Background: an optimization exercise with open tools, aiming at small area. Do not read the settings as production practice. At most, simulation tests tie the RTL to the original design; equivalence was not proved. Function not checked in runs 3 to 5: the RTL went through the layout flow alone. Power and IR drop assume default switching activity.

==> flow/design.v <==
module voices (
    input  logic        clk,
    input  logic        rst_n,
    input  logic        sample_strobe,
    input  logic [63:0] freq_in,
    input  logic [47:0] pulse_width_in,
    input  logic [31:0] wave_ctrl_in,
    input  logic [15:0] attack_in,
    input  logic [15:0] decay_in,
    input  logic [15:0] sustain_in,
    input  logic [15:0] release_in,
    output logic [15:0] left_out,
    output logic [15:0] right_out
);
logic [6:0] t;           
logic       run;         
logic [2:0] kb;          
logic       fresh;       
wire [4:0] u = t[4:0];
wire last = run & (kb == 3'd6) & (u == 5'd5);
wire b1 = run & (kb >= 3'd1) & (kb <= 3'd4);
wire b2 = run & (kb >= 3'd2) & (kb <= 3'd5);
wire b3 = run & (kb >= 3'd3);
wire [1:0] v1 = t[6:5];            
wire [1:0] v2 = t[6:5] - 2'd1;     
always_ff @(posedge clk) begin
    if (!rst_n) begin
        t     <= 7'd0;
        run   <= 1'b0;
        fresh <= 1'b1;
    end else begin
        t <= t + 7'd1;
        if (!run) begin
            if (sample_strobe) begin
                run <= 1'b1;
                kb  <= 3'd0;
            end
        end else begin
            if (u == 5'd31) kb <= kb + 3'd1;
            if (last) begin
                run   <= 1'b0;
                fresh <= 1'b0;
            end
        end
    end
end
logic [127:0] X, Y;
logic xin17, xin25, yin1, yin17;    
always_ff @(posedge clk) begin
    X <= {X[126:25], xin25, X[23:17], xin17, X[15:0], X[127]};
    Y <= {Y[126:17], yin17, Y[15:1], yin1, Y[127]};
end
wire y0  = Y[0]  & ~fresh;
wire y1  = Y[1]  & ~fresh;
wire y2  = Y[2]  & ~fresh;
wire y16 = Y[16] & ~fresh;
wire x8  = X[8]  & ~fresh;
wire x16 = X[16] & ~fresh;
wire x2  = X[2]  | fresh;
wire x7  = X[7]  | fresh;
wire x24 = X[24] | fresh;
wire [3:0] sus_v = sustain_in[4*v1 +: 4];
wire       ss    = sus_v[u[1:0]];                  
wire       gate  = wave_ctrl_in[8*v1];
wire [3:0] att_v = attack_in[4*v1 +: 4];
wire [3:0] dec_v = decay_in[4*v1 +: 4];
wire [3:0] rel_v = release_in[4*v1 +: 4];
wire [15:0] frq_v = freq_in[16*v1 +: 16];
wire [11:0] pw_v  = pulse_width_in[12*v2 +: 12];
wire [7:0]  wc_v  = wave_ctrl_in[8*v2 +: 8];
logic [2:0] st;          
logic       ge;          
logic       cmpe;        
logic       cyc, cye;    
function automatic logic [12:0] attack_k(input logic [3:0] c);
    case (c)
        4'd0:  attack_k = 13'd0;
        4'd1:  attack_k = 13'd1;
        4'd2:  attack_k = 13'd2;
        4'd3:  attack_k = 13'd3;
        4'd4:  attack_k = 13'd6;
        4'd5:  attack_k = 13'd9;
        4'd6:  attack_k = 13'd12;
        4'd7:  attack_k = 13'd14;
        4'd8:  attack_k = 13'd18;
        4'd9:  attack_k = 13'd46;
        4'd10: attack_k = 13'd93;
        4'd11: attack_k = 13'd149;
        4'd12: attack_k = 13'd187;
        4'd13: attack_k = 13'd561;
        4'd14: attack_k = 13'd937;
        default: attack_k = 13'd1499;
    endcase
endfunction
function automatic logic [12:0] dr_k(input logic [3:0] c);
    case (c)
        4'd0:  dr_k = 13'd0;
        4'd1:  dr_k = 13'd3;
        4'd2:  dr_k = 13'd8;
        4'd3:  dr_k = 13'd13;
        4'd4:  dr_k = 13'd20;
        4'd5:  dr_k = 13'd31;
        4'd6:  dr_k = 13'd37;
        4'd7:  dr_k = 13'd44;
        4'd8:  dr_k = 13'd55;
        4'd9:  dr_k = 13'd140;
        4'd10: dr_k = 13'd280;
        4'd11: dr_k = 13'd449;
        4'd12: dr_k = 13'd561;
        4'd13: dr_k = 13'd1687;
        4'd14: dr_k = 13'd2811;
        default: dr_k = 13'd4499;
    endcase
endfunction
wire [12:0] kval = st[0] ? dr_k(st[2] ? dec_v : rel_v) : attack_k(att_v);
logic kbit;
always_comb begin
    case (u)
        5'd3:  kbit = kval[0];
        5'd4:  kbit = kval[1];
        5'd5:  kbit = kval[2];
        5'd6:  kbit = kval[3];
        5'd7:  kbit = kval[4];
        5'd8:  kbit = kval[5];
        5'd9:  kbit = kval[6];
        5'd10: kbit = kval[7];
        5'd11: kbit = kval[8];
        5'd12: kbit = kval[9];
        5'd13: kbit = kval[10];
        5'd14: kbit = kval[11];
        default: kbit = kval[12];
    endcase
end
wire gp    = st[2];
wire nogt  = ~(gate ^ gp);                  
wire clr   = ~nogt | ge | cmpe;             
wire step  = nogt & ~cmpe & ge & (st[0] | (st[2] & ~st[1]));
wire inc   = step & ~st[0];
wire setss = nogt & st[1];
logic [2:0] nst;
always_comb begin
    if (!gp) nst = gate ? 3'b100 : ((st[0] & ~cmpe) ? 3'b001 : 3'b000);
    else if (!gate) nst = 3'b001;
    else if (st[1]) nst = 3'b110;
    else nst = cmpe ? (st[0] ? 3'b110 : 3'b101) : st;
end
wire gef = (u == 5'd3) ? 1'b1 : ge;
wire cef = (u == 5'd8) ? 1'b1 : cmpe;
wire cyc_i = (u == 5'd19) ? 1'b1 : cyc;
wire cye_i = (u == 5'd16) ? 1'b1 : cye;
always_ff @(posedge clk) begin
    if (b1 & (u == 5'd2)) st <= {y0, y1, y2};
    if (b1 & (u >= 5'd3) & (u <= 5'd15))
        ge <= (y0 & ~kbit) | (~(y0 ^ kbit) & gef);
    if (b1 & (u >= 5'd8) & (u <= 5'd15))
        cmpe <= ~st[0] ? (cef & x8) :
                st[2]  ? ((~x8 & ss) | (~(x8 ^ ss) & cef)) :
                         (cef & ~x8);
    cyc <= cyc_i & y16;
    cye <= cye_i & ~(x16 ^ inc);
end
always_comb begin
    yin17 = Y[16];
    if (b1 & (u >= 5'd16) & (u <= 5'd18))
        yin17 = (u[1:0] == 2'd0) ? nst[0] : (u[1:0] == 2'd1) ? nst[1] : nst[2];
    else if (b1 & (u >= 5'd19))
        yin17 = ~clr & (y16 ^ cyc_i);
end
always_comb begin
    xin17 = X[16];
    if (b1 & (u >= 5'd16) & (u <= 5'd23))
        xin17 = setss ? ss : (step ? (x16 ^ cye_i) : x16);
end
logic pc, ovf, dly;
wire fbit = frq_v[u[3:0]];
wire pci  = (u == 5'd16) ? 1'b0 : pc;
wire pco  = (y0 & fbit) | (y0 & pci) | (fbit & pci);
always_comb begin
    yin1 = Y[0];
    if (b1 & u[4]) yin1 = y0 ^ fbit ^ pci;
end
always_ff @(posedge clk) begin
    pc  <= pco;
    if (b1 & (u == 5'd31)) ovf <= pco;
    dly <= x24;
end
always_comb begin
    xin25 = X[24];
    if (b2 & (u <= 5'd22))
        xin25 = ~ovf ? x24 : (u == 5'd0) ? (x2 ^ x7) : dly;
end
logic       pulse;       
logic [5:0] ph;          
logic [7:0] env;         
wire pwb = pw_v[u[3:0]];
wire puf = (u == 5'd0) ? 1'b1 : pulse;
always_ff @(posedge clk) begin
    if (b2 & (u <= 5'd11))
        pulse <= (Y[12] & ~pwb) | (~(Y[12] ^ pwb) & puf);
    if (b2 & (u >= 5'd6) & (u <= 5'd11))
        ph <= {Y[12], ph[5:1]};
    if (b2 & (u <= 5'd7))
        env <= {X[32], env[7:1]};
end
wire       mul = b2 & u[4] & (u[3:0] <= 4'd11);
wire [3:0] wi  = u[3:0];
wire       top = (wi == 4'd11);
function automatic logic [10:0] sine_lut(input logic [3:0] i);
    case (i)
        4'd0:  sine_lut = 11'd0;
        4'd1:  sine_lut = 11'd201;
        4'd2:  sine_lut = 11'd399;
        4'd3:  sine_lut = 11'd594;
        4'd4:  sine_lut = 11'd783;
        4'd5:  sine_lut = 11'd965;
        4'd6:  sine_lut = 11'd1137;
        4'd7:  sine_lut = 11'd1299;
        4'd8:  sine_lut = 11'd1447;
        4'd9:  sine_lut = 11'd1582;
        4'd10: sine_lut = 11'd1702;
        4'd11: sine_lut = 11'd1805;
        4'd12: sine_lut = 11'd1891;
        4'd13: sine_lut = 11'd1959;
        4'd14: sine_lut = 11'd2008;
        default: sine_lut = 11'd2037;
    endcase
endfunction
wire [10:0] lut = sine_lut(ph[3:0]);
wire        lb  = lut[wi];
logic       sf;           
wire        sfi = (wi == 4'd0) ? ph[4] : sf;
always_ff @(posedge clk) sf <= ph[4] ? (sfi & lb) : (sfi | lb);
wire sine  = top ? (ph[5] ? (~ph[4] & ~sfi) : 1'b1)
                 : (lb ^ (ph[5] ? sfi : ph[4]));
wire saw   = Y[28];
wire trw   = top ? ph[5] : (saw ^ ph[5]);
logic noise;
always_comb begin
    case (wi)
        4'd4:  noise = X[44];
        4'd5:  noise = X[43];
        4'd6:  noise = X[41];
        4'd7:  noise = X[38];
        4'd8:  noise = X[37];
        4'd9:  noise = X[35];
        4'd10: noise = X[32];
        4'd11: noise = X[31];
        default: noise = 1'b0;
    endcase
end
wire wave = (|wc_v[7:3]) & (~wc_v[5] | saw) & (~wc_v[4] | trw) &
            (~wc_v[6] | pulse) & (~wc_v[7] | noise) & (~wc_v[3] | sine);
wire sbit = mul & (top ? ~wave : wave);
logic [7:0] acc;
wire       neg = sbit & top;
wire [7:0] xb  = {8{sbit}} & (env ^ {8{top}});
logic [8:0] cy;
logic [7:0] sm;
always_comb begin
    cy[0] = neg;
    for (int k = 0; k < 8; k++) begin
        sm[k]   = acc[k] ^ xb[k] ^ cy[k];
        cy[k+1] = (acc[k] & xb[k]) | (acc[k] & cy[k]) | (xb[k] & cy[k]);
    end
end
wire arith = (b2 & (u >= 5'd28)) | (b3 & (u <= 5'd3));
always_ff @(posedge clk) acc <= {arith ? acc[7] : (cy[8] ^ neg), sm[7:1]};
wire pbit = sm[0];
logic [17:0] mix;
logic        mc;
wire mixw  = (b2 & (u >= 5'd20)) | (b3 & (u <= 5'd5));
wire first = (kb == 3'd2) | ((kb == 3'd3) & (u <= 5'd5));
wire mm    = ~first & mix[0];
wire mci   = (u == 5'd20) ? 1'b0 : mc;
always_ff @(posedge clk) begin
    mc <= (pbit & mm) | (pbit & mci) | (mm & mci);
    if (!rst_n) mix[17:2] <= 16'h0;
    else if (mixw) mix <= {pbit ^ mm ^ mci, mix[17:1]};
end
assign left_out  = mix[17:2];
assign right_out = mix[17:2];
endmodule
==> flow/run.sh <==
#!/bin/bash
# synth_recipe.tcl (not shown) runs the flow's synth.tcl, then flattens the netlist and writes it again
# the make line also repeats each setting of config.mk as NAME=value (left out here)
make -C /OpenROAD-flow-scripts/flow DESIGN_CONFIG=/design/flow/config.mk WORK_HOME=/design/flow/orfs CLKGATE_MAP_FILE= SYNTH_SCRIPT=/design/flow/synth_recipe.tcl finish
==> flow/config.mk <==
export PLATFORM = sky130hd
export DESIGN_NAME = voices
export DESIGN_NICKNAME = voices
export VERILOG_FILES = /design/flow/design.v
export SDC_FILE = /design/flow/constraint.sdc
export NUM_CORES = 4
export LEC_CHECK = 0
export CAP_MARGIN = 20
export CORE_MARGIN = 2
export CORE_UTILIZATION = 40
export SLEW_MARGIN = 20
==> flow/constraint.sdc <==
create_clock -name core_clock -period 20.0 [get_ports {clk}]
set_input_delay 4.0000 -clock core_clock [delete_from_list [all_inputs] [get_ports {clk}]]
set_output_delay 4.0000 -clock core_clock [all_outputs]
set_load 0.01 [all_outputs]
==> metrics.log, run 1 <==
INFO  metric fin_crit = about 9 ns
INFO  metric avgViaCountPerCell = about 4.8
INFO  metric postCtsSetupBuffers = 0
INFO  metric final_cells = around 1500
INFO  metric placedCellCount = approximately 1400
INFO  metric worst_reg2reg_setup_slack = ~13 ns
INFO  metric ys_top_cells_by_count = sky130_fd_sc_hd__dfxtp_1, sky130_fd_sc_hd__mux4_2, sky130_fd_sc_hd__mux2i_1
INFO  metric synth.lib_cells_used.distinct = 65
INFO  metric max_slew.worst_pin.slew = approximately 0.98 ns
INFO  metric ir_worst_vdd = about 0.000058 V
INFO  metric reg2reg_to = acc[7]
INFO  metric clk-insertion-delay-late = around 0.55 ns
INFO  metric fin_worst_skew = between 0.01 and 0.015 ns
INFO  metric maxCapViolations = 0
INFO  metric clock_transition_at_the_registers_of_the_reported_paths = approximately 0.06 ns
INFO  metric chipWidth = approximately 180 um
INFO  metric grt_busiest_layer = met2
INFO  metric synth_top_cell_area_share = approximately 52%
INFO  metric worst-path-buf-inv = 2
INFO  metric postRouteAntennaNets = 0
INFO  metric routabilityCongestion = 0.844
INFO  metric arrival_worst_endpoint = 9.42 ns
INFO  metric critical_path_s_largest_stage_delay = roughly 0.53 ns
INFO  metric part_of_the_yosys_area_used_for_sequential_elements = 59.0%
INFO  metric synth_top_flop_cell = sky130_fd_sc_hd__dfxtp_1
INFO  metric flow.area_growth_from_synthesis = 29.4%
INFO  metric synth_enable_flop_cells = 27
INFO  metric groute.layer.met3.usage = 3.83%
INFO  metric synth_area_leaders = sky130_fd_sc_hd__dfxtp_1, sky130_fd_sc_hd__mux4_2, sky130_fd_sc_hd__edfxtp_1
INFO  metric clock_tree_from_tritoncts = built
INFO  metric outcome = complete, no violations
INFO  metric postSynthRegisterBits = between 300 and 400
INFO  metric async_flop_share = 0%
INFO  metric grt_antenna_before_repair = 1
INFO  metric fmax = between 0.1 and 0.15 GHz
INFO  metric globalRouteMet2Util = between 20 and 30%
INFO  metric grt_first_pass_wirelength = 40100 um
INFO  metric critPathKind = in -> reg
INFO  metric layout_worst_path_cycle_share = between 40% and 50%
INFO  metric design_area = ~0.015 mm^2
INFO  metric cp_top_family = adder cells
INFO  metric cpMaxStageDelayCell = sky130_fd_sc_hd__or4_1
INFO  metric dr.pass1.iters = 5
INFO  metric worstSetupEndpoint = acc[7]
INFO  metric clk_path_buf_depth = 3
INFO  metric post-synth-top-count-cell = sky130_fd_sc_hd__dfxtp_1
INFO  metric coreArea = between 0.02 and 0.03 mm^2
INFO  metric worst_path_most_repeated_cell = sky130_fd_sc_hd__fa_1
INFO  metric detailed_place_hpwl = around 19000 um
INFO  metric placedInstanceArea = roughly 0.014 mm^2
INFO  metric rr_startpoint = t[0]
INFO  metric worst_slew_margin_relative_to_its_limit = 34.8%
INFO  metric global_route.usage.met1 = about a fifth
INFO  metric initial_core_util = around two fifths
INFO  metric rows = 62
INFO  metric slew_viol_final = 0
INFO  metric hold_path.startpoint = X[48]
INFO  metric num_cts_buffers = 29
INFO  metric setup-tns-final = 0 ns
INFO  metric cts.sink_count = between 300 and 400
INFO  metric grt_start_max_net_pins = 52
INFO  metric drt_iter0_markers = ~260
INFO  metric dieArea = 0.0307 mm^2
INFO  metric critical_path_depth = 18
INFO  metric gr_overflow_total = 0
INFO  metric synth_fp_nets = approximately 1100
INFO  metric critical_path_required = approximately 20 ns
INFO  metric yosys.area.top_type = sky130_fd_sc_hd__dfxtp_1
INFO  metric route.detailed.drc = 0
INFO  metric fillcell_total = around 2500
INFO  metric synth_area = 0.0117 mm^2
INFO  metric number_of_global_route_vias_before_repair = around 7500
INFO  metric worst_r2r_path_depth = 18
INFO  metric critical_path.max_fanout = 8
INFO  metric worstPathCellList = clkdlybuf4s50_1, mux4_2, or4_1, nor2_1, a211o_1, nor3_1, o21ai_1, mux2_2, fa_1, inv_1, fa_1, fa_1, fa_1, fa_1, fa_1, fa_1, fa_1, xnor2_1
INFO  metric setup_repair_after_global_routing_missed_its_margin = no
INFO  metric drive_gt1_share = about an eighth
INFO  metric clock_tree.htree_level_count = 1
INFO  metric buffer_ports.inserted = approximately 230
INFO  metric routed_wl = 25500 um
INFO  metric crit_path_start_kind = primary input
INFO  metric drt-wirelength-per-cell = between 15 and 20 um
INFO  metric worst_setup_path_startpoint = wave_ctrl_in[20]
INFO  metric clock_tree.root_cell = sky130_fd_sc_hd__clkbuf_16
INFO  metric syn_inst = a little under 900
INFO  metric final-setup-viol-count = 0
INFO  metric num_io_pins = roughly 240
INFO  metric post_cts_resize_count = 0
INFO  metric finalNetCount = 1344
INFO  metric die-height = ~180 um
INFO  metric final_hold_violating_endpoints = 0
INFO  metric syn-mean-instance-area = 13.3 um^2
INFO  metric quantity_of_hold_fixing_buffers_added_after_cts = 0
INFO  metric reported_leakage_power = a little under 0.006 uW
INFO  metric grt.total_usage = between 15 and 20%
INFO  metric cp-end-kind = flip-flop
INFO  metric holdCritPathClass = reg -> reg
INFO  metric warnings_from_yosys = 1
INFO  metric powerDensity = ~87 mW/mm^2
INFO  metric routed-via-count = 7250
[cell usage in the layout (no fill, tap or decap), types with 25 or more instances in the layout]
cell type	instances
sky130_fd_sc_hd__dfxtp_1	303
sky130_fd_sc_hd__clkdlybuf4s50_1	234
sky130_fd_sc_hd__mux4_2	58
sky130_fd_sc_hd__mux2i_1	42
sky130_fd_sc_hd__nand2_1	40
sky130_fd_sc_hd__ha_1	36
sky130_fd_sc_hd__inv_1	32
sky130_fd_sc_hd__nor2_1	31
sky130_fd_sc_hd__nor2b_1	30
sky130_fd_sc_hd__clkbuf_16	30
sky130_fd_sc_hd__o21ai_0	29
sky130_fd_sc_hd__edfxtp_1	27
sky130_fd_sc_hd__a21oi_1	25
[worst min path at each step]
stage,depth (start not counted),endpoint,slack (ns)
finish,0,X[49],0.32
detailed placement,0,X[98],0.31
floorplan,0,X[0],0.31
CTS,0,X[87],0.33
global route,0,Y[19],0.33
global placement,0,Y[18],0.31
[registers in the layout (all words and copies together), names as in the netlist, 3 cells and up]
register	count
lut	11
acc	8
kb	3
X	128
Y	128
st	3
ph	6
env	8
t	7
mix	18
[cell families after synthesis]
| family | synth area share (%) |
|---|---|
| adders and majority gates | 5.55 |
| AOI/OAI and AO/OA | 6.23 |
| buffers and inverters | 4.62 |
| and+or+nand+nor | 7.47 |
| DFF | 59.0 |
| xor gates and xnor gates | 0.896 |
| muxes | 16.3 |
[metal layers]
| metal | up-vias | wire, um | share of wire (%) |
|---|---|---|---|
| li1 | 3515 | - | - |
| met1 | 3494 | 11200 | 44 |
| met2 | 204 | 12400 | 49 |
| met3 | 37 | 1450 | 5.7 |
| met4 | 0 | 507 | 2.0 |
| met5 | - | 0 | 0 |
[power breakdown]
group          switching [uW]  internal, uW  leakage [uW]
combinational            36.3          60.8       0.00257
clock                     235           305      0.000481
sequential               6.28           679       0.00273
total                     278          1040       0.00579
[layout make-up]
type | count | area (um^2) | share of cell area, %
Antenna cell | 1 | 2.50 | 0.0165
Clock buffer | 42 | 866 | 5.71
Clock inverter | 12 | 91.3 | 0.602
Inverter | 34 | 128 | 0.841
Multi-Input combinational cell | 448 | 4280 | 28.2
Sequential cell | 332 | 6920 | 45.6
Tap cell | 384 | 480 | 3.17
Timing Repair Buffer | 242 | 2400 | 15.8
[worst register-to-register path: stages, from the launching register on]
cell and delay [ns]:
sky130_fd_sc_hd__dfxtp_1 0.77, sky130_fd_sc_hd__inv_1 0.53, sky130_fd_sc_hd__ha_1 0.59, sky130_fd_sc_hd__a21boi_0 0.22, sky130_fd_sc_hd__a211oi_1 0.45, sky130_fd_sc_hd__a211o_1 0.28, sky130_fd_sc_hd__nor3_1 0.07, sky130_fd_sc_hd__o21ai_1 0.33
sky130_fd_sc_hd__mux2_2 0.29, sky130_fd_sc_hd__fa_1 0.17, sky130_fd_sc_hd__inv_1 0.05, sky130_fd_sc_hd__fa_1 0.37, sky130_fd_sc_hd__fa_1 0.38, sky130_fd_sc_hd__fa_1 0.38, sky130_fd_sc_hd__fa_1 0.39, sky130_fd_sc_hd__fa_1 0.39
sky130_fd_sc_hd__fa_1 0.38, sky130_fd_sc_hd__fa_1 0.38, sky130_fd_sc_hd__xnor2_1 0.13
[through the flow]
stage | hold WS (ns) | utilization [%] | total power, uW | setup WS (ns)
floorplan | 0.310 | - | 743 | 11.10
global placement | 0.311 | 49.4 | 797 | 10.37
detailed placement | 0.312 | 49.4 | 798 | 10.28
CTS | 0.327 | 52.7 | 1340 | 10.86
global route | 0.327 | 52.7 | 1370 | 10.69
finish | 0.325 | 52.7 | 1320 | 10.86
==> run 2: changes to the inputs <==
--- a/flow/config.mk
+++ b/flow/config.mk
@@ -7,2 +7,3 @@
 export LEC_CHECK = 0
+export ABC_AREA = 1
 export CAP_MARGIN = 20
@@ -10,2 +11,3 @@
 export CORE_UTILIZATION = 40
+export CTS_BUF_LIST = sky130_fd_sc_hd__clkbuf_2 sky130_fd_sc_hd__clkbuf_4
 export SLEW_MARGIN = 20
==> metrics.log, run 2 <==
INFO  metric worst_r2r_path_depth = 23
INFO  metric coreArea = 0.0304 mm^2
INFO  metric drive_gt1_share = 10.3%
INFO  metric reg2reg_to = acc[7]
INFO  metric final_hold_violating_endpoints = 0
INFO  metric multi_input_comb_area = 0.00432 mm^2
INFO  metric crit_path_start_kind = primary input
INFO  metric warnings_from_yosys = 1
INFO  metric met3RoutedLength = 2420 um
INFO  metric finalNetCount = around 1900
INFO  metric slew_viol_final = 0
INFO  metric detailed_place_hpwl = 22100 um
INFO  metric synth_fp_nets = roughly 1600
INFO  metric avgViaCountPerCell = ~4.7
INFO  metric fillcell_total = 2898
INFO  metric hold_ws = 0.306 ns
INFO  metric layout_setup_ws = about 12 ns
INFO  metric quantity_of_hold_fixing_buffers_added_after_cts = 0
INFO  metric yosys.area_share.xor_xnor = 0.845%
INFO  metric yosys.area.top_type = sky130_fd_sc_hd__dfxtp_1
INFO  metric pre_cts_slack = between 10 and 15 ns
INFO  metric hold_depth = 0
INFO  metric clock_tree.htree_level_count = 3
INFO  metric rows = 64
INFO  metric wl_met2 = between 10000 and 15000 um
INFO  metric maxCapViolations = 0
INFO  metric powerDensity = about 85 mW/mm^2
INFO  metric routabilityCongestion = roughly 0.87
INFO  metric postCtsSetupBuffers = 0
INFO  metric synth.lib_cells_used.distinct = 49
INFO  metric initial_core_util = 40.4%
INFO  metric clock_transition_at_the_registers_of_the_reported_paths = about 0.070 ns
INFO  metric die-height = between 150 and 200 um
INFO  metric arrival_worst_endpoint = ~8.7 ns
INFO  metric hold_path.startpoint = X[11]
INFO  metric worstPathCellList = clkdlybuf4s50_1, nand2_1, nand2_1, nand2_1, nand3_1, nor2_1, nand3b_1, nand3_1, nor2_1, nand3_1, nand4_1, fa_1, inv_1, fa_1, fa_1, fa_1, fa_1, fa_1, fa_1, fa_1, nand2_1, nand2_1
INFO  metric grt_first_pass_wirelength = a little under 50000 um
INFO  metric routed_wl = roughly 31000 um
INFO  metric routed-via-count = 9826
INFO  metric clock_tree_from_tritoncts = built
INFO  metric post_cts_resize_count = 0
INFO  metric worst_slew_margin_relative_to_its_limit = 43.1%
INFO  metric setup_repair_after_global_routing_missed_its_margin = no
INFO  metric synth_compound_area_share = a little over 9%
INFO  metric critical_path_s_largest_stage_delay = between 0.4 and 0.5 ns
INFO  metric clk-insertion-delay-late = around 0.67 ns
INFO  metric cpMaxStageDelayCell = sky130_fd_sc_hd__clkdlybuf4s50_1
INFO  metric synth_area_leaders = sky130_fd_sc_hd__dfxtp_1, sky130_fd_sc_hd__nand2_1, sky130_fd_sc_hd__edfxtp_1
INFO  metric rr_startpoint = t[6]
INFO  metric met1Wirelength = about 15000 um
INFO  metric critPathKind = in -> reg
INFO  metric fin_crit = approximately 8.3 ns
INFO  metric number_of_global_route_vias_before_repair = approximately 9500
INFO  metric postRouteAntennaNets = 0
INFO  metric part_of_the_yosys_area_used_for_sequential_elements = a little under three fifths
INFO  metric layout_worst_path_cycle_share = between 40% and 50%
INFO  metric grt.total_usage = around a fifth
INFO  metric fin_worst_skew = 0.0375 ns
INFO  metric post-synth-top-count-cell = sky130_fd_sc_hd__dfxtp_1
INFO  metric worst-path-buf-inv = 2
INFO  metric final_cell_mix = sky130_fd_sc_hd__dfxtp_1, sky130_fd_sc_hd__nand2_1, sky130_fd_sc_hd__clkdlybuf4s50_1, sky130_fd_sc_hd__nor2_1, sky130_fd_sc_hd__inv_1
INFO  metric holdCritPathClass = reg -> reg
INFO  metric drt_iter0_markers = 607
INFO  metric grt_start_max_net_pins = 70
INFO  metric route.detailed.drc = 0
INFO  metric highest-signal-layer = met4
INFO  metric cp-end-kind = flip-flop
INFO  metric cp_top_family = adder cells
INFO  metric synth_area = ~0.012 mm^2
INFO  metric syn-mean-instance-area = approximately 8.9 um^2
INFO  metric outcome = complete, no violations
INFO  metric reg_top3 = X: 128 flops, Y: 128 flops, mix: 18 flops
INFO  metric synth_top_flop_cell = sky130_fd_sc_hd__dfxtp_1
INFO  metric buffer_ports.inserted = about 230
INFO  metric reported_leakage_power = approximately 0.007 uW
INFO  metric worst_reg2reg_setup_slack = ~14 ns
INFO  metric min_to = X[12]
INFO  metric muxShareOfSynthArea = 0%
INFO  metric postSynthRegisterBits = about 330
INFO  metric final-setup-viol-count = 0
INFO  metric critical_path_required = 20.42 ns
INFO  metric dieArea = 0.0321 mm^2
INFO  metric flow.area_growth_from_synthesis = 27.7%
INFO  metric clk_path_buf_depth = 3
INFO  metric critical_path.max_fanout = 2
INFO  metric drt-wirelength-per-cell = 15.0 um
INFO  metric synth_adder_area_share = under 10%
INFO  metric fmax = between 0.1 and 0.15 GHz
INFO  metric clock_tree.root_cell = sky130_fd_sc_hd__clkbuf_4
INFO  metric dominant_combinational_cell_family_by_area_after_synthesis = simple AND/OR/NAND/NOR gates
INFO  metric max_slew.worst_pin.slew = about 0.85 ns
INFO  metric synth_top_cell_area_share = between 40% and 50%
INFO  metric cts.sink_count = 332
INFO  metric ys_top_cells_by_count = sky130_fd_sc_hd__dfxtp_1, sky130_fd_sc_hd__nand2_1, sky130_fd_sc_hd__nor2_1
INFO  metric dr.pass1.iters = 5
INFO  metric gr_overflow_total = 0
INFO  metric syn_inst = around 1400
INFO  metric post_synth_and_or_nand_nor_area_fraction = around a fifth
INFO  metric num_cts_buffers = 79
INFO  metric layout.cells.most_common = sky130_fd_sc_hd__dfxtp_1
INFO  metric async_flop_share = 0%
INFO  metric worst_path_most_repeated_cell = sky130_fd_sc_hd__fa_1
INFO  metric chipWidth = ~180 um
INFO  metric synth_enable_flop_cells = 27
INFO  metric sequential_cell_area = about 0.0069 mm^2
INFO  metric ir_worst_vdd = about 0.000076 V
INFO  metric setup-tns-final = 0 ns
INFO  metric grt_antenna_before_repair = 1
INFO  metric num_io_pins = 243
run 2: power breakdown:
group | total, uW | internal, uW | switching (uW)
sequential | 693 | 684 | 9.17
combinational | 114 | 62.7 | 51.8
clock | 533 | 285 | 248
run 2: routing by layer:
layer / up-vias / global-route usage [%]
li1: 4965 / -
met4: 0 / 6.38
met1: 4489 / 25.9
met5: - / 0
met3: 43 / 5.11
met2: 329 / 30.8
run 2: cell families (layout without fill, tap and decap cells):
logic type / Yosys count / in the layout
fa+ha+maj: 46 / 46
simple gates: 578 / 578
buf+inv: 221 / 523
other cells: 0 / 2
flops: 332 / 332
compound gates: 197 / 197
xor+xnor: 11 / 11
run 2: worst max-delay path by stage:
stage	slack, ns	cells past startpoint	from	end
6_report	11.70	22	wave_ctrl_in[19]	acc[7]
3_5_place_dp	10.99	22	wave_ctrl_in[19]	acc[7]
5_1_grt	11.39	23	wave_ctrl_in[19]	acc[7]
4_1_cts	11.72	22	wave_ctrl_in[19]	acc[7]
2_1_floorplan	12.03	22	wave_ctrl_in[22]	acc[7]
3_3_place_gp	11.04	22	wave_ctrl_in[23]	acc[7]
run 2: per-stage QoR:
| step | area [um^2] | utilization (%) | instances | total power [uW] |
|---|---|---|---|---|
| after floorplan | 12300 | - | 1385 | 760 |
| after global placement | 14600 | 48.1 | 1942 | 819 |
| after detailed placement | 14600 | 48.1 | 1942 | 821 |
| after CTS | 15700 | 51.5 | 2083 | 1360 |
| after global routing | 15700 | 51.5 | 2085 | 1410 |
| final | 15700 | 51.5 | 2085 | 1340 |
run 2: layout make-up:
| type | instances | share of cell area (%) |
|---|---|---|
| well taps | 396 | 3.16 |
| multi-input cells | 832 | 27.5 |
| inverters | 144 | 3.48 |
| flip-flops and latches | 332 | 44.1 |
| repair buffers | 238 | 15.1 |
| clock buffers | 124 | 5.94 |
| clock inverters | 17 | 0.614 |
| diodes | 2 | 0.0319 |
==> run 3: changes to the inputs <==
--- a/flow/design.v
+++ b/flow/design.v
@@ -19,8 +19,22 @@
 wire [4:0] u = t[4:0];
+function automatic logic win(input logic [4:0] x, input integer lo, input integer hi);
+    logic [31:0] m;
+    integer k;
+    for (k = 0; k < 32; k = k + 1) m[k] = (k >= lo) && (k <= hi);
+    win = m[x];
+endfunction
 wire last = run & (kb == 3'd6) & (u == 5'd5);
-wire b1 = run & (kb >= 3'd1) & (kb <= 3'd4);
-wire b2 = run & (kb >= 3'd2) & (kb <= 3'd5);
-wire b3 = run & (kb >= 3'd3);
+logic b1, b2, b3;
+always_comb begin
+    case (kb)
+        3'd1:    {b1, b2, b3} = {run, 1'b0, 1'b0};
+        3'd2:    {b1, b2, b3} = {run, run, 1'b0};
+        3'd3,
+        3'd4:    {b1, b2, b3} = {run, run, run};
+        3'd5:    {b1, b2, b3} = {1'b0, run, run};
+        3'd6:    {b1, b2, b3} = {1'b0, 1'b0, run};
+        default: {b1, b2, b3} = 3'b000;
+    endcase
+end
 wire [1:0] v1 = t[6:5];            
-wire [1:0] v2 = t[6:5] - 2'd1;     
 always_ff @(posedge clk) begin
@@ -68,4 +82,12 @@
 wire [15:0] frq_v = freq_in[16*v1 +: 16];
-wire [11:0] pw_v  = pulse_width_in[12*v2 +: 12];
-wire [7:0]  wc_v  = wave_ctrl_in[8*v2 +: 8];
+logic [11:0] pw_v;
+logic [7:0]  wc_v;
+always_comb begin
+    case (v1)
+        2'd0:    begin pw_v = pulse_width_in[47:36]; wc_v = wave_ctrl_in[31:24]; end
+        2'd1:    begin pw_v = pulse_width_in[11:0];  wc_v = wave_ctrl_in[7:0];   end
+        2'd2:    begin pw_v = pulse_width_in[23:12]; wc_v = wave_ctrl_in[15:8];  end
+        default: begin pw_v = pulse_width_in[35:24]; wc_v = wave_ctrl_in[23:16]; end
+    endcase
+end
 logic [2:0] st;          
@@ -152,5 +174,5 @@
     if (b1 & (u == 5'd2)) st <= {y0, y1, y2};
-    if (b1 & (u >= 5'd3) & (u <= 5'd15))
+    if (b1 & win(u, 3, 15))
         ge <= (y0 & ~kbit) | (~(y0 ^ kbit) & gef);
-    if (b1 & (u >= 5'd8) & (u <= 5'd15))
+    if (b1 & win(u, 8, 15))
         cmpe <= ~st[0] ? (cef & x8) :
@@ -163,5 +185,5 @@
     yin17 = Y[16];
-    if (b1 & (u >= 5'd16) & (u <= 5'd18))
+    if (b1 & win(u, 16, 18))
         yin17 = (u[1:0] == 2'd0) ? nst[0] : (u[1:0] == 2'd1) ? nst[1] : nst[2];
-    else if (b1 & (u >= 5'd19))
+    else if (b1 & win(u, 19, 31))
         yin17 = ~clr & (y16 ^ cyc_i);
@@ -170,3 +192,3 @@
     xin17 = X[16];
-    if (b1 & (u >= 5'd16) & (u <= 5'd23))
+    if (b1 & win(u, 16, 23))
         xin17 = setss ? ss : (step ? (x16 ^ cye_i) : x16);
@@ -188,3 +210,3 @@
     xin25 = X[24];
-    if (b2 & (u <= 5'd22))
+    if (b2 & win(u, 0, 22))
         xin25 = ~ovf ? x24 : (u == 5'd0) ? (x2 ^ x7) : dly;
@@ -197,10 +219,10 @@
 always_ff @(posedge clk) begin
-    if (b2 & (u <= 5'd11))
+    if (b2 & win(u, 0, 11))
         pulse <= (Y[12] & ~pwb) | (~(Y[12] ^ pwb) & puf);
-    if (b2 & (u >= 5'd6) & (u <= 5'd11))
+    if (b2 & win(u, 6, 11))
         ph <= {Y[12], ph[5:1]};
-    if (b2 & (u <= 5'd7))
+    if (b2 & win(u, 0, 7))
         env <= {X[32], env[7:1]};
 end
-wire       mul = b2 & u[4] & (u[3:0] <= 4'd11);
+wire       mul = b2 & win(u, 16, 27);
 wire [3:0] wi  = u[3:0];
@@ -265,3 +287,3 @@
 end
-wire arith = (b2 & (u >= 5'd28)) | (b3 & (u <= 5'd3));
+wire arith = (b2 & win(u, 28, 31)) | (b3 & win(u, 0, 3));
 always_ff @(posedge clk) acc <= {arith ? acc[7] : (cy[8] ^ neg), sm[7:1]};
@@ -270,4 +292,4 @@
 logic        mc;
-wire mixw  = (b2 & (u >= 5'd20)) | (b3 & (u <= 5'd5));
-wire first = (kb == 3'd2) | ((kb == 3'd3) & (u <= 5'd5));
+wire mixw  = (b2 & win(u, 20, 31)) | (b3 & win(u, 0, 5));
+wire first = (kb == 3'd2) | ((kb == 3'd3) & win(u, 0, 5));
 wire mm    = ~first & mix[0];
--- a/flow/config.mk
+++ b/flow/config.mk
@@ -7,3 +7,2 @@
 export LEC_CHECK = 0
-export ABC_AREA = 1
 export CAP_MARGIN = 20
@@ -11,3 +10,2 @@
 export CORE_UTILIZATION = 40
-export CTS_BUF_LIST = sky130_fd_sc_hd__clkbuf_2 sky130_fd_sc_hd__clkbuf_4
 export SLEW_MARGIN = 20
==> metrics.log, run 3 <==
INFO  metric cts.sink_count = around 330
INFO  metric finalNetCount = roughly 1400
INFO  metric post_synth_and_or_nand_nor_area_fraction = 7.39%
INFO  metric muxShareOfSynthArea = 14.8%
INFO  metric synth.lib_cells_used.distinct = 60
INFO  metric synth_fp_nets = around 1200
INFO  metric grt_busiest_layer = met2
INFO  metric layout_worst_path_cycle_share = between 40% and 50%
INFO  metric synth_area_leaders = sky130_fd_sc_hd__dfxtp_1, sky130_fd_sc_hd__mux4_2, sky130_fd_sc_hd__edfxtp_1
INFO  metric netSwitchingPower = 271 uW
INFO  metric buffer_ports.inserted = 234
INFO  metric grt_start_max_net_pins = between 50 and 60
INFO  metric swShare = around 20%
INFO  metric slew_viol_final = 0
INFO  metric p_int = between 1000 and 1500 uW
INFO  metric ys_top_cells_by_count = sky130_fd_sc_hd__dfxtp_1, sky130_fd_sc_hd__mux4_2, sky130_fd_sc_hd__mux2i_1
INFO  metric worst-path-buf-inv = 2
INFO  metric avgViaCountPerCell = a little under 5
INFO  metric multi_input_comb_area = approximately 0.0042 mm^2
INFO  metric initial_core_util = 40.5%
INFO  metric synth_compound_area_share = roughly 7.2%
INFO  metric maxCapViolations = 0
INFO  metric part_of_the_yosys_area_used_for_sequential_elements = around three fifths
INFO  metric final_hold_violating_endpoints = 0
INFO  metric final-setup-viol-count = 0
INFO  metric globalRouteMet2Util = a little over a quarter
INFO  metric outcome = complete, no violations
INFO  metric cp-end-kind = flip-flop
INFO  metric clockPowerShare = about 42%
INFO  metric final_cell_mix = sky130_fd_sc_hd__dfxtp_1, sky130_fd_sc_hd__clkdlybuf4s50_1, sky130_fd_sc_hd__mux4_2, sky130_fd_sc_hd__mux2i_1, sky130_fd_sc_hd__nand2_1
INFO  metric fmax = 0.108 GHz
INFO  metric fin_worst_skew = around 0.011 ns
INFO  metric global_route.usage.met1 = 25.1%
INFO  metric number_of_global_route_vias_before_repair = ~7500
INFO  metric quantity_of_hold_fixing_buffers_added_after_cts = 0
INFO  metric clock_transition_at_the_registers_of_the_reported_paths = around 0.06 ns
INFO  metric async_flop_share = 0%
INFO  metric num_io_pins = between 200 and 250
INFO  metric holdCritPathClass = reg -> reg
INFO  metric synth_top_cell_area_share = between 50 and 60%
INFO  metric post-synth-top-count-cell = sky130_fd_sc_hd__dfxtp_1
INFO  metric arrival_worst_endpoint = around 9.5 ns
INFO  metric postRouteAntennaNets = 0
INFO  metric chipWidth = around 170 um
INFO  metric dr.pass1.iters = 5
INFO  metric synth_adder_area_share = under 10%
INFO  metric synth_area = around 0.012 mm^2
INFO  metric crit_path_start_kind = primary input
INFO  metric fin_crit = about 9 ns
INFO  metric total_power = between 1000 and 1500 uW
INFO  metric route.detailed.drc = 0
INFO  metric sequential_cell_area = between 0.006 and 0.007 mm^2
INFO  metric postSynthRegisterBits = around 330
INFO  metric worst_slew_margin_relative_to_its_limit = between 30% and 40%
INFO  metric cpMaxStageDelayCell = sky130_fd_sc_hd__mux4_2
INFO  metric post_cts_resize_count = 0
INFO  metric clock_tree.root_cell = sky130_fd_sc_hd__clkbuf_16
INFO  metric setup-tns-final = 0 ns
INFO  metric drt-wirelength-per-cell = about 17 um
INFO  metric clock_tree_from_tritoncts = built
INFO  metric drive_gt1_share = between 10% and 20%
INFO  metric fillcell_total = about 2500
INFO  metric groute.layer.met3.usage = under 10%
INFO  metric powerDensity = 89.5 mW/mm^2
INFO  metric cp_top_family = adder cells
INFO  metric setup_repair_after_global_routing_missed_its_margin = no
INFO  metric grt.total_usage = between 15 and 20%
INFO  metric ir_worst_vdd = roughly 0.000066 V
INFO  metric critPathKind = in -> reg
INFO  metric yosys.area.top_type = sky130_fd_sc_hd__dfxtp_1
INFO  metric critical_path_s_largest_stage_delay = around 0.54 ns
INFO  metric reported_leakage_power = roughly 0.0058 uW
INFO  metric routed-via-count = around 7300
INFO  metric syn-mean-instance-area = 13.0 um^2
INFO  metric flow.area_growth_from_synthesis = 30.0%
INFO  metric dominant_combinational_cell_family_by_area_after_synthesis = multiplexers
INFO  metric coreArea = 0.0287 mm^2
INFO  metric gr_overflow_total = 0
INFO  metric worst_path_most_repeated_cell = sky130_fd_sc_hd__fa_1
INFO  metric critical_path_required = a little over 20 ns
INFO  metric routabilityCongestion = about 0.89
INFO  metric warnings_from_yosys = 1
INFO  metric layout.cells.most_common = sky130_fd_sc_hd__dfxtp_1
INFO  metric reg_top3 = X: 128 flops, Y: 128 flops, mix: 18 flops
INFO  metric synth_enable_flop_cells = 27
INFO  metric drt_iter0_markers = around 560
INFO  metric routed_wl = 25800 um
INFO  metric synth_top_flop_cell = sky130_fd_sc_hd__dfxtp_1
INFO  metric clk_path_buf_depth = 3
INFO  metric syn_inst = ~900
INFO  metric num_cts_buffers = 28
INFO  metric worstPathCellList = clkdlybuf4s50_1, mux4_2, a21oi_1, nor2_1, a221o_1, a211oi_1, a2111o_1, mux2_2, fa_1, inv_1, fa_1, fa_1, fa_1, fa_1, fa_1, fa_1, fa_1, xnor2_1
INFO  metric die-height = 175 um
INFO  metric critical_path.max_fanout = 10
INFO  metric clk-insertion-delay-late = 0.54 ns
INFO  metric share_seq_of_total_power = between 50% and 60%
INFO  metric max_slew.worst_pin.slew = 0.986 ns
INFO  metric clock_tree.htree_level_count = 1
INFO  metric yosys.area_share.xor_xnor = 0.753%
INFO  metric pwr-share-comb = 7.1%
INFO  metric dieArea = 0.0305 mm^2
INFO  metric detailed_place_hpwl = ~19000 um
INFO  metric hold_ws = 0.320 ns
INFO  metric grt_first_pass_wirelength = approximately 41000 um
INFO  metric postCtsSetupBuffers = 0
INFO  metric grt_antenna_before_repair = 1
INFO  metric rows = 62
## run 3: cells by family (layout without fill, tap and decap cells)
kind of cell / Yosys count / in the layout
multiplexers: 106 / 106
AND/OR/NAND/NOR: 170 / 170
AO/OA/AOI/OAI: 127 / 127
other: 0 / 1
adder cells (fa/ha/maj): 47 / 47
flip-flops: 332 / 332
XOR/XNOR: 10 / 10
buffers and inverters: 103 / 325
## run 3: power groups by stage
stage	combinational (uW)	clock, uW	sequential, uW
global route	104	615	685
CTS	96.3	588	685
global placement	95.1	0	699
detailed placement	95.7	0	700
finish	96.0	573	685
floorplan	43.4	0	696
## run 3: through the flow
step / setup slack (ns) / instance area (um^2) / cells / utilization (%)
after floorplan: 11.16 / 11600 / 895 / -
after detailed placement: 10.17 / 14100 / 1450 / 49.1
after CTS: 10.75 / 15100 / 1501 / 52.7
after global placement: 10.21 / 14100 / 1450 / 49.1
final: 10.77 / 15100 / 1502 / 52.7
after global routing: 10.45 / 15100 / 1501 / 52.7
## run 3: worst paths after layout
| kind | slack [ns] | start | endpoint | cells past startpoint |
|---|---|---|---|---|
| min | 0.32 | Y[5] | Y[6] | 0 |
| max | 10.77 | wave_ctrl_in[5] | acc[7] | 18 |
| max reg2reg | 13.32 | t[1] | acc[7] | 18 |
| min reg2reg | 0.32 | Y[5] | Y[6] | 0 |
## run 3: per-layer routing
| layer | vias to the layer above | wire [um] |
|---|---|---|
| met3 | 46 | 989 |
| li1 | 3531 | - |
| met5 | - | 0 |
| met2 | 190 | 11600 |
| met1 | 3519 | 12500 |
| met4 | 0 | 614 |
## run 3: worst register-to-register path, stage by stage, from the launching register on
cell and delay (ns):
sky130_fd_sc_hd__dfxtp_1 0.53, sky130_fd_sc_hd__inv_2 0.39, sky130_fd_sc_hd__ha_1 0.71, sky130_fd_sc_hd__nand2_1 0.34, sky130_fd_sc_hd__nand2_1 0.17, sky130_fd_sc_hd__mux2i_1 0.22, sky130_fd_sc_hd__xnor2_1 0.09, sky130_fd_sc_hd__o2111ai_1 0.63
sky130_fd_sc_hd__mux2_2 0.30, sky130_fd_sc_hd__fa_1 0.16, sky130_fd_sc_hd__inv_1 0.05, sky130_fd_sc_hd__fa_1 0.37, sky130_fd_sc_hd__fa_1 0.39, sky130_fd_sc_hd__fa_1 0.39, sky130_fd_sc_hd__fa_1 0.39, sky130_fd_sc_hd__fa_1 0.38
sky130_fd_sc_hd__fa_1 0.39, sky130_fd_sc_hd__fa_1 0.38, sky130_fd_sc_hd__xnor2_1 0.13
## run 3: final cells by class
cell class	instances	area share [%]
multi-input cells	460	27.6
diodes	1	0.0165
clock inverters	10	1.14
flip-flops and latches	332	45.8
clock buffers	41	5.55
well taps	384	3.18
repair buffers	243	15.9
inverters	31	0.769
==> run 4: changes to the inputs <==
--- a/flow/config.mk
+++ b/flow/config.mk
@@ -10,2 +10,4 @@
 export CORE_UTILIZATION = 40
+export CTS_BUF_LIST = sky130_fd_sc_hd__clkbuf_4 sky130_fd_sc_hd__clkbuf_8
+export CTS_CLUSTER_SIZE = 20
 export SLEW_MARGIN = 20
==> metrics.log, run 4 <==
INFO  metric worst-path-buf-inv = 2
INFO  metric grt_first_pass_wirelength = 41500 um
INFO  metric holdCritPathClass = reg -> reg
INFO  metric postSynthRegisterBits = approximately 330
INFO  metric synth_fp_nets = 1153
INFO  metric worst_slew_margin_relative_to_its_limit = between 30% and 40%
INFO  metric share_seq_of_total_power = 51.9%
INFO  metric setup_repair_after_global_routing_missed_its_margin = no
INFO  metric outcome = complete, no violations
INFO  metric critPathKind = in -> reg
INFO  metric clk_path_buf_depth = 3
INFO  metric synth_area_leaders = sky130_fd_sc_hd__dfxtp_1, sky130_fd_sc_hd__mux4_2, sky130_fd_sc_hd__edfxtp_1
INFO  metric synth.lib_cells_used.distinct = 60
INFO  metric dieArea = roughly 0.030 mm^2
INFO  metric drt_iter0_markers = ~500
INFO  metric cp_top_family = adder cells
INFO  metric netSwitchingPower = 277 uW
INFO  metric post_cts_resize_count = 0
INFO  metric arrival_worst_endpoint = 9.51 ns
INFO  metric p_int = around 1000 uW
INFO  metric routed-via-count = 7363
INFO  metric part_of_the_yosys_area_used_for_sequential_elements = 59.5%
INFO  metric final_hold_violating_endpoints = 0
INFO  metric buffer_ports.inserted = about 230
INFO  metric flow.area_growth_from_synthesis = 30.0%
INFO  metric route.detailed.drc = 0
INFO  metric quantity_of_hold_fixing_buffers_added_after_cts = 0
INFO  metric chipWidth = 175 um
INFO  metric die-height = about 170 um
INFO  metric reg_top3 = X: 128 flops, Y: 128 flops, mix: 18 flops
INFO  metric dr.pass1.iters = 5
INFO  metric reported_leakage_power = 0.00582 uW
INFO  metric worst_setup_path_startpoint = wave_ctrl_in[5]
INFO  metric placedInstanceArea = roughly 0.014 mm^2
INFO  metric swShare = between 20% and 30%
INFO  metric grt.total_usage = approximately 17%
INFO  metric number_of_global_route_vias_before_repair = around 7600
INFO  metric clock_tree_from_tritoncts = built
INFO  metric gr_overflow_total = 0
INFO  metric final_cell_mix = sky130_fd_sc_hd__dfxtp_1, sky130_fd_sc_hd__clkdlybuf4s50_1, sky130_fd_sc_hd__mux4_2, sky130_fd_sc_hd__clkbuf_8, sky130_fd_sc_hd__mux2i_1
INFO  metric layout_worst_path_cycle_share = between 40% and 50%
INFO  metric grt_start_max_net_pins = 52
INFO  metric yosys.area.top_type = sky130_fd_sc_hd__dfxtp_1
INFO  metric clock_transition_at_the_registers_of_the_reported_paths = about 0.07 ns
INFO  metric slew_viol_final = 0
INFO  metric powerDensity = between 80 and 90 mW/mm^2
INFO  metric syn-mean-instance-area = 13.0 um^2
INFO  metric clk-insertion-delay-late = around 0.54 ns
INFO  metric clock_tree.htree_level_count = 2
INFO  metric routabilityCongestion = 0.892
INFO  metric syn_inst = about 900
INFO  metric avgViaCountPerCell = 4.79
INFO  metric hold_ws = just over 0.3 ns
INFO  metric post-synth-top-count-cell = sky130_fd_sc_hd__dfxtp_1
INFO  metric postCtsSetupBuffers = 0
INFO  metric synth_top_flop_cell = sky130_fd_sc_hd__dfxtp_1
INFO  metric coreArea = between 0.02 and 0.03 mm^2
INFO  metric fmax = 0.108 GHz
INFO  metric clock_tree.root_cell = sky130_fd_sc_hd__clkbuf_8
INFO  metric design_area = about 0.015 mm^2
INFO  metric ys_top_cells_by_count = sky130_fd_sc_hd__dfxtp_1, sky130_fd_sc_hd__mux4_2, sky130_fd_sc_hd__mux2i_1
INFO  metric final-setup-viol-count = 0
INFO  metric cts.sink_count = 332
INFO  metric synth_top_cell_area_share = a little over half
INFO  metric grt_antenna_before_repair = 1
INFO  metric critical_path_required = around 20 ns
INFO  metric fin_worst_skew = 0.0160 ns
INFO  metric warnings_from_yosys = 1
INFO  metric async_flop_share = 0%
INFO  metric drt-wirelength-per-cell = between 15 and 20 um
INFO  metric critical_path_depth = 18
INFO  metric num_io_pins = approximately 240
INFO  metric finalNetCount = roughly 1400
INFO  metric critical_path.max_fanout = 10
INFO  metric total_power = roughly 1300 uW
INFO  metric routed_wl = approximately 26000 um
INFO  metric reg2reg_to = acc[7]
INFO  metric worst_reg2reg_setup_slack = roughly 13 ns
INFO  metric initial_core_util = between 40% and 50%
INFO  metric pwr-share-comb = under 10%
INFO  metric worstSetupEndpoint = acc[7]
INFO  metric max_slew.worst_pin.slew = 0.967 ns
INFO  metric maxCapViolations = 0
INFO  metric worstPathCellList = clkdlybuf4s50_1, mux4_2, a21oi_1, nor2_1, a221o_1, a211oi_1, a2111o_1, mux2_2, fa_1, inv_1, fa_1, fa_1, fa_1, fa_1, fa_1, fa_1, fa_1, xnor2_1
INFO  metric layout.cells.most_common = sky130_fd_sc_hd__dfxtp_1
INFO  metric fin_crit = roughly 9.2 ns
INFO  metric crit_path_start_kind = primary input
INFO  metric critical_path_s_largest_stage_delay = around 0.55 ns
INFO  metric clockPowerShare = between 40% and 50%
INFO  metric cpMaxStageDelayCell = sky130_fd_sc_hd__mux4_2
INFO  metric detailed_place_hpwl = roughly 19000 um
INFO  metric worst_path_most_repeated_cell = sky130_fd_sc_hd__fa_1
INFO  metric worst_r2r_path_depth = 18
INFO  metric rr_startpoint = t[1]
INFO  metric drive_gt1_share = approximately 14%
INFO  metric postRouteAntennaNets = 0
INFO  metric cp-end-kind = flip-flop
INFO  metric ir_worst_vdd = 0.0000488 V
INFO  metric setup-tns-final = 0 ns
INFO  metric synth_area = between 0.01 and 0.015 mm^2
INFO  metric rows = 62
INFO  metric num_cts_buffers = 46
INFO  metric synth_enable_flop_cells = 27
## run 4: metrics by stage
stage	instances	worst slack, ns	util [%]
finish	1536	10.77	52.7
global route	1535	10.46	52.6
CTS	1535	10.76	52.6
detailed placement	1450	10.17	49.1
global placement	1450	10.21	49.1
floorplan	895	11.16	-
## run 4: cells by family (layout without fill, tap and decap cells)
kind of cell / after synthesis / after routing / share of synthesized area [%]
AOI/OAI and AO/OA: 127 / 127 / 7.20
xor gates and xnor gates: 10 / 10 / 0.753
adders and majority gates: 47 / 47 / 5.70
buffers and inverters: 103 / 359 / 4.68
DFF: 332 / 332 / 59.5
muxes: 106 / 106 / 14.8
other: 0 / 1 / 0
and+or+nand+nor: 170 / 170 / 7.39
## run 4: final cells by class
type	count	area [um^2]
fill	2472	13600
sequential	332	6920
multi-input combinational	460	4180
timing repair buffer	243	2410
clock buffer	72	866
tap	384	480
clock inverter	13	136
inverter	31	116
antenna	1	2.50
## run 4: metal layers
| metal | GRT usage [%] | up-vias | routed length, um |
|---|---|---|---|
| li1 | - | 3579 | - |
| met1 | 25.0 | 3551 | 12600 |
| met2 | 26.5 | 192 | 11700 |
| met3 | 3.13 | 41 | 1080 |
| met4 | 5.42 | 0 | 540 |
| met5 | 0 | - | 0 |
## run 4: worst min-delay path by stage
stage                start  cells past startpoint  endpoint  slack [ns]
finish               X[51]                      0     X[52]        0.31
floorplan           X[127]                      0      X[0]        0.31
detailed placement  X[126]                      0    X[127]        0.31
CTS                  X[51]                      0     X[52]        0.31
global route         X[51]                      0     X[52]        0.30
global placement      Y[8]                      0      Y[9]        0.31
## run 4: power by group through the flow
stage / Combinational, uW / Sequential (uW) / Clock, uW
6_report: 96.1 / 685 / 540
5_1_grt: 104 / 686 / 587
4_1_cts: 96.3 / 685 / 558
3_5_place_dp: 95.7 / 700 / 0
3_3_place_gp: 95.1 / 699 / 0
2_1_floorplan: 43.4 / 696 / 0
==> run 5: changes to the inputs <==
--- a/flow/config.mk
+++ b/flow/config.mk
@@ -10,4 +10,5 @@
 export CORE_UTILIZATION = 40
-export CTS_BUF_LIST = sky130_fd_sc_hd__clkbuf_4 sky130_fd_sc_hd__clkbuf_8
-export CTS_CLUSTER_SIZE = 20
+export CTS_BUF_LIST = sky130_fd_sc_hd__clkbuf_16
+export CTS_CLUSTER_DIAMETER = 100
+export CTS_CLUSTER_SIZE = 30
 export SLEW_MARGIN = 20
==> metrics.log, run 5 <==
INFO  metric clk-insertion-delay-late = around 0.50 ns
INFO  metric drive_gt1_share = under 10%
INFO  metric hold_depth = 0
INFO  metric grt.total_usage = 16.8%
INFO  metric quantity_of_hold_fixing_buffers_added_after_cts = 0
INFO  metric max_slew.worst_pin.slew = between 0.9 and 1 ns
INFO  metric powerDensity = between 70 and 80 mW/mm^2
INFO  metric drt-wirelength-per-cell = about 17 um
INFO  metric flow.area_growth_from_synthesis = 25.1%
INFO  metric warnings_from_yosys = 1
INFO  metric clock_tree.root_cell = sky130_fd_sc_hd__clkbuf_16
INFO  metric clock_tree.htree_level_count = 1
INFO  metric initial_core_util = around two fifths
INFO  metric syn_inst = around 900
INFO  metric final_hold_violating_endpoints = 0
INFO  metric clock_transition_at_the_registers_of_the_reported_paths = 0.11 ns
INFO  metric hold_path.startpoint = Y[21]
INFO  metric fillcell_total = about 2500
INFO  metric coreArea = 0.0287 mm^2
INFO  metric n_antenna_cell = 0
INFO  metric synth.lib_cells_used.distinct = 60
INFO  metric fin_worst_skew = 0.0371 ns
INFO  metric reported_leakage_power = approximately 0.0055 uW
INFO  metric arrival_worst_endpoint = roughly 9.5 ns
INFO  metric reg_top3 = X: 128 flops, Y: 128 flops, mix: 18 flops
INFO  metric routed_wl = between 20000 and 30000 um
INFO  metric crit_path_start_kind = primary input
INFO  metric layout.cells.most_common = sky130_fd_sc_hd__dfxtp_1
INFO  metric dieArea = approximately 0.030 mm^2
INFO  metric cp-end-kind = flip-flop
INFO  metric final_cell_mix = sky130_fd_sc_hd__dfxtp_1, sky130_fd_sc_hd__clkdlybuf4s50_1, sky130_fd_sc_hd__mux4_2, sky130_fd_sc_hd__mux2i_1, sky130_fd_sc_hd__nand2_1
INFO  metric slew_viol_final = 0
INFO  metric drt_iter0_markers = 622
INFO  metric post_cts_resize_count = 0
INFO  metric outcome = complete, no violations
INFO  metric total_power = 1120 uW
INFO  metric worst_slew_margin_relative_to_its_limit = about a third
INFO  metric avgViaCountPerCell = 4.84
INFO  metric synth_area_leaders = sky130_fd_sc_hd__dfxtp_1, sky130_fd_sc_hd__mux4_2, sky130_fd_sc_hd__edfxtp_1
INFO  metric setup-tns-final = 0 ns
INFO  metric chipWidth = roughly 170 um
INFO  metric num_cts_buffers = 15
INFO  metric layout_worst_path_cycle_share = 46.3%
INFO  metric gr_overflow_total = 0
INFO  metric synth_top_cell_area_share = between 50% and 60%
INFO  metric synth_top_flop_cell = sky130_fd_sc_hd__dfxtp_1
INFO  metric syn-mean-instance-area = around 13 um^2
INFO  metric worst_reg2reg_setup_slack = about 13 ns
INFO  metric dr.pass1.iters = 4
INFO  metric async_flop_share = 0%
INFO  metric synth_fp_nets = roughly 1200
INFO  metric synth_enable_flop_cells = 27
INFO  metric cts.sink_count = about 330
INFO  metric critPathKind = in -> reg
INFO  metric route.detailed.drc = 0
INFO  metric critical_path_required = 20.25 ns
INFO  metric buffer_ports.inserted = roughly 230
INFO  metric min_to = Y[22]
INFO  metric grt_start_max_net_pins = between 50 and 60
INFO  metric ir_worst_vdd = around 0.000045 V
INFO  metric clk_path_buf_depth = 3
INFO  metric reg2reg_to = acc[7]
INFO  metric clock_tree_from_tritoncts = built
INFO  metric postRouteAntennaNets = 0
INFO  metric ys_top_cells_by_count = sky130_fd_sc_hd__dfxtp_1, sky130_fd_sc_hd__mux4_2, sky130_fd_sc_hd__mux2i_1
INFO  metric setup_repair_after_global_routing_missed_its_margin = no
INFO  metric finalNetCount = between 1000 and 1500
INFO  metric die-height = roughly 170 um
INFO  metric detailed_place_hpwl = 19100 um
INFO  metric rows = 62
INFO  metric post-synth-top-count-cell = sky130_fd_sc_hd__dfxtp_1
INFO  metric placedInstanceArea = 0.0141 mm^2
INFO  metric final-setup-viol-count = 0
INFO  metric postSynthRegisterBits = ~330
INFO  metric postCtsSetupBuffers = 0
INFO  metric fin_crit = 9.26 ns
INFO  metric design_area = approximately 0.015 mm^2
INFO  metric fmax = ~0.11 GHz
INFO  metric maxCapViolations = 0
INFO  metric number_of_global_route_vias_before_repair = about 7300
INFO  metric critical_path.max_fanout = 10
INFO  metric synth_area = 0.0116 mm^2
INFO  metric final_core_util = 50.7%
INFO  metric worst_r2r_path_depth = 18
INFO  metric num_io_pins = 243
INFO  metric part_of_the_yosys_area_used_for_sequential_elements = around 60%
INFO  metric holdCritPathClass = reg -> reg
INFO  metric grt_first_pass_wirelength = 40400 um
INFO  metric grt_antenna_before_repair = 1
INFO  metric yosys.area.top_type = sky130_fd_sc_hd__dfxtp_1
INFO  metric routed-via-count = 7137
INFO  metric routabilityCongestion = 0.892
INFO  metric rr_startpoint = t[1]
[run 5: cell counts after synthesis]
Identical to the previous run, type by type.
[run 5: report_power, final]
part	internal, uW	switching [uW]	total, uW	leakage [uW]
Clock	142	193	335	0.000238
Combinational	60.1	35.8	95.9	0.00256
Sequential	678	6.16	684	0.00273
[run 5: stage by stage]
stage                     cells  worst slack (ns)  hold slack (ns)
after floorplan             895             11.16            0.310
after global placement     1450             10.21            0.310
after detailed placement   1450             10.17            0.312
after CTS                  1474             10.72            0.306
after global routing       1474             10.42            0.308
final                      1474             10.74            0.303
[run 5: worst max path at each step]
stage,from,end,cells past startpoint
CTS,wave_ctrl_in[5],acc[7],18
global placement,wave_ctrl_in[5],acc[7],18
finish,wave_ctrl_in[5],acc[7],18
detailed placement,wave_ctrl_in[5],acc[7],18
global route,wave_ctrl_in[5],acc[7],18
floorplan,wave_ctrl_in[20],acc[7],16
[run 5: logic make-up after synthesis]
logic type,count (synthesis),synth area share (%)
multiplexers,106,14.8
adder cells (fa/ha/maj),47,5.70
AO/OA/AOI/OAI,127,7.20
buffers and inverters,103,4.68
flip-flops,332,59.5
XOR/XNOR,10,0.753
AND/OR/NAND/NOR,170,7.39
[run 5: layout make-up]
| class | instances | area, um^2 | share of cell area (%) |
|---|---|---|---|
| repair buffers | 243 | 2410 | 16.6 |
| multi-input cells | 460 | 4180 | 28.7 |
| inverters | 31 | 116 | 0.800 |
| clock inverters | 9 | 65.1 | 0.447 |
| flip-flops and latches | 332 | 6920 | 47.6 |
| clock buffers | 15 | 375 | 2.58 |
| well taps | 384 | 480 | 3.30 |
[run 5: routing by layer]
metal | GRT usage, % | vias up | part of all wire [%]
li1 | - | 3491 | -
met1 | 25.0 | 3462 | 49
met2 | 26.2 | 149 | 45
met3 | 2.03 | 35 | 3.5
met4 | 3.51 | 0 | 2.1
met5 | 0 | - | 0
[run 5: critical path, cell delays in order]
cell and delay (ns):
sky130_fd_sc_hd__clkdlybuf4s50_1 0.52, sky130_fd_sc_hd__mux4_2 0.54, sky130_fd_sc_hd__a21oi_1 0.15, sky130_fd_sc_hd__nor2_1 0.05, sky130_fd_sc_hd__a221o_1 0.26, sky130_fd_sc_hd__a211oi_1 0.26, sky130_fd_sc_hd__a2111o_1 0.45, sky130_fd_sc_hd__mux2_2 0.25
sky130_fd_sc_hd__fa_1 0.16, sky130_fd_sc_hd__inv_1 0.05, sky130_fd_sc_hd__fa_1 0.37, sky130_fd_sc_hd__fa_1 0.39, sky130_fd_sc_hd__fa_1 0.39, sky130_fd_sc_hd__fa_1 0.39, sky130_fd_sc_hd__fa_1 0.38, sky130_fd_sc_hd__fa_1 0.39
sky130_fd_sc_hd__fa_1 0.38, sky130_fd_sc_hd__xnor2_1 0.13

-- afterwards: timing with drivers on the ports --
The flow's constraints put no driver on any port. The routed layouts listed below were extracted and timed again, unchanged, in two steps. Step 1: set_driving_cell puts a clkbuf_16 on clk and a buf_2 on each other input, an assumption about the parent block. Step 2, shift: input delay + t, output delay - t, t = (earliest + latest rising clock arrival at the registers) / 2. This alone moves slack from input paths to output paths. Three values: ideal ports, drivers, drivers and shift; two values: the first two.
| run | t (ns) | setup slack, ns | latest minus earliest clock arrival (ns) | worst slew at a driven data input, ns |
|---|---|---|---|---|
| run 1 | 0.587 | 10.859 / 10.876 / 10.289 | 0.014 / 0.014 | 0.11 |
| run 2 | 0.706 | 11.701 / 11.699 / 10.994 | 0.047 / 0.047 | 0.08 |
| run 3 | 0.574 | 10.773 / 10.793 / 10.219 | 0.012 / 0.012 | 0.07 |
| run 4 | 0.575 | 10.770 / 10.785 / 10.210 | 0.021 / 0.021 | 0.07 |
| run 5 | 0.526 | 10.741 / 10.759 / 10.232 | 0.037 / 0.037 | 0.07 |
After both steps every run listed still meets setup and hold. For run 2, which loses most, drivers alone change the setup slack by -0.002 ns; drivers and shift together by -0.707 ns.
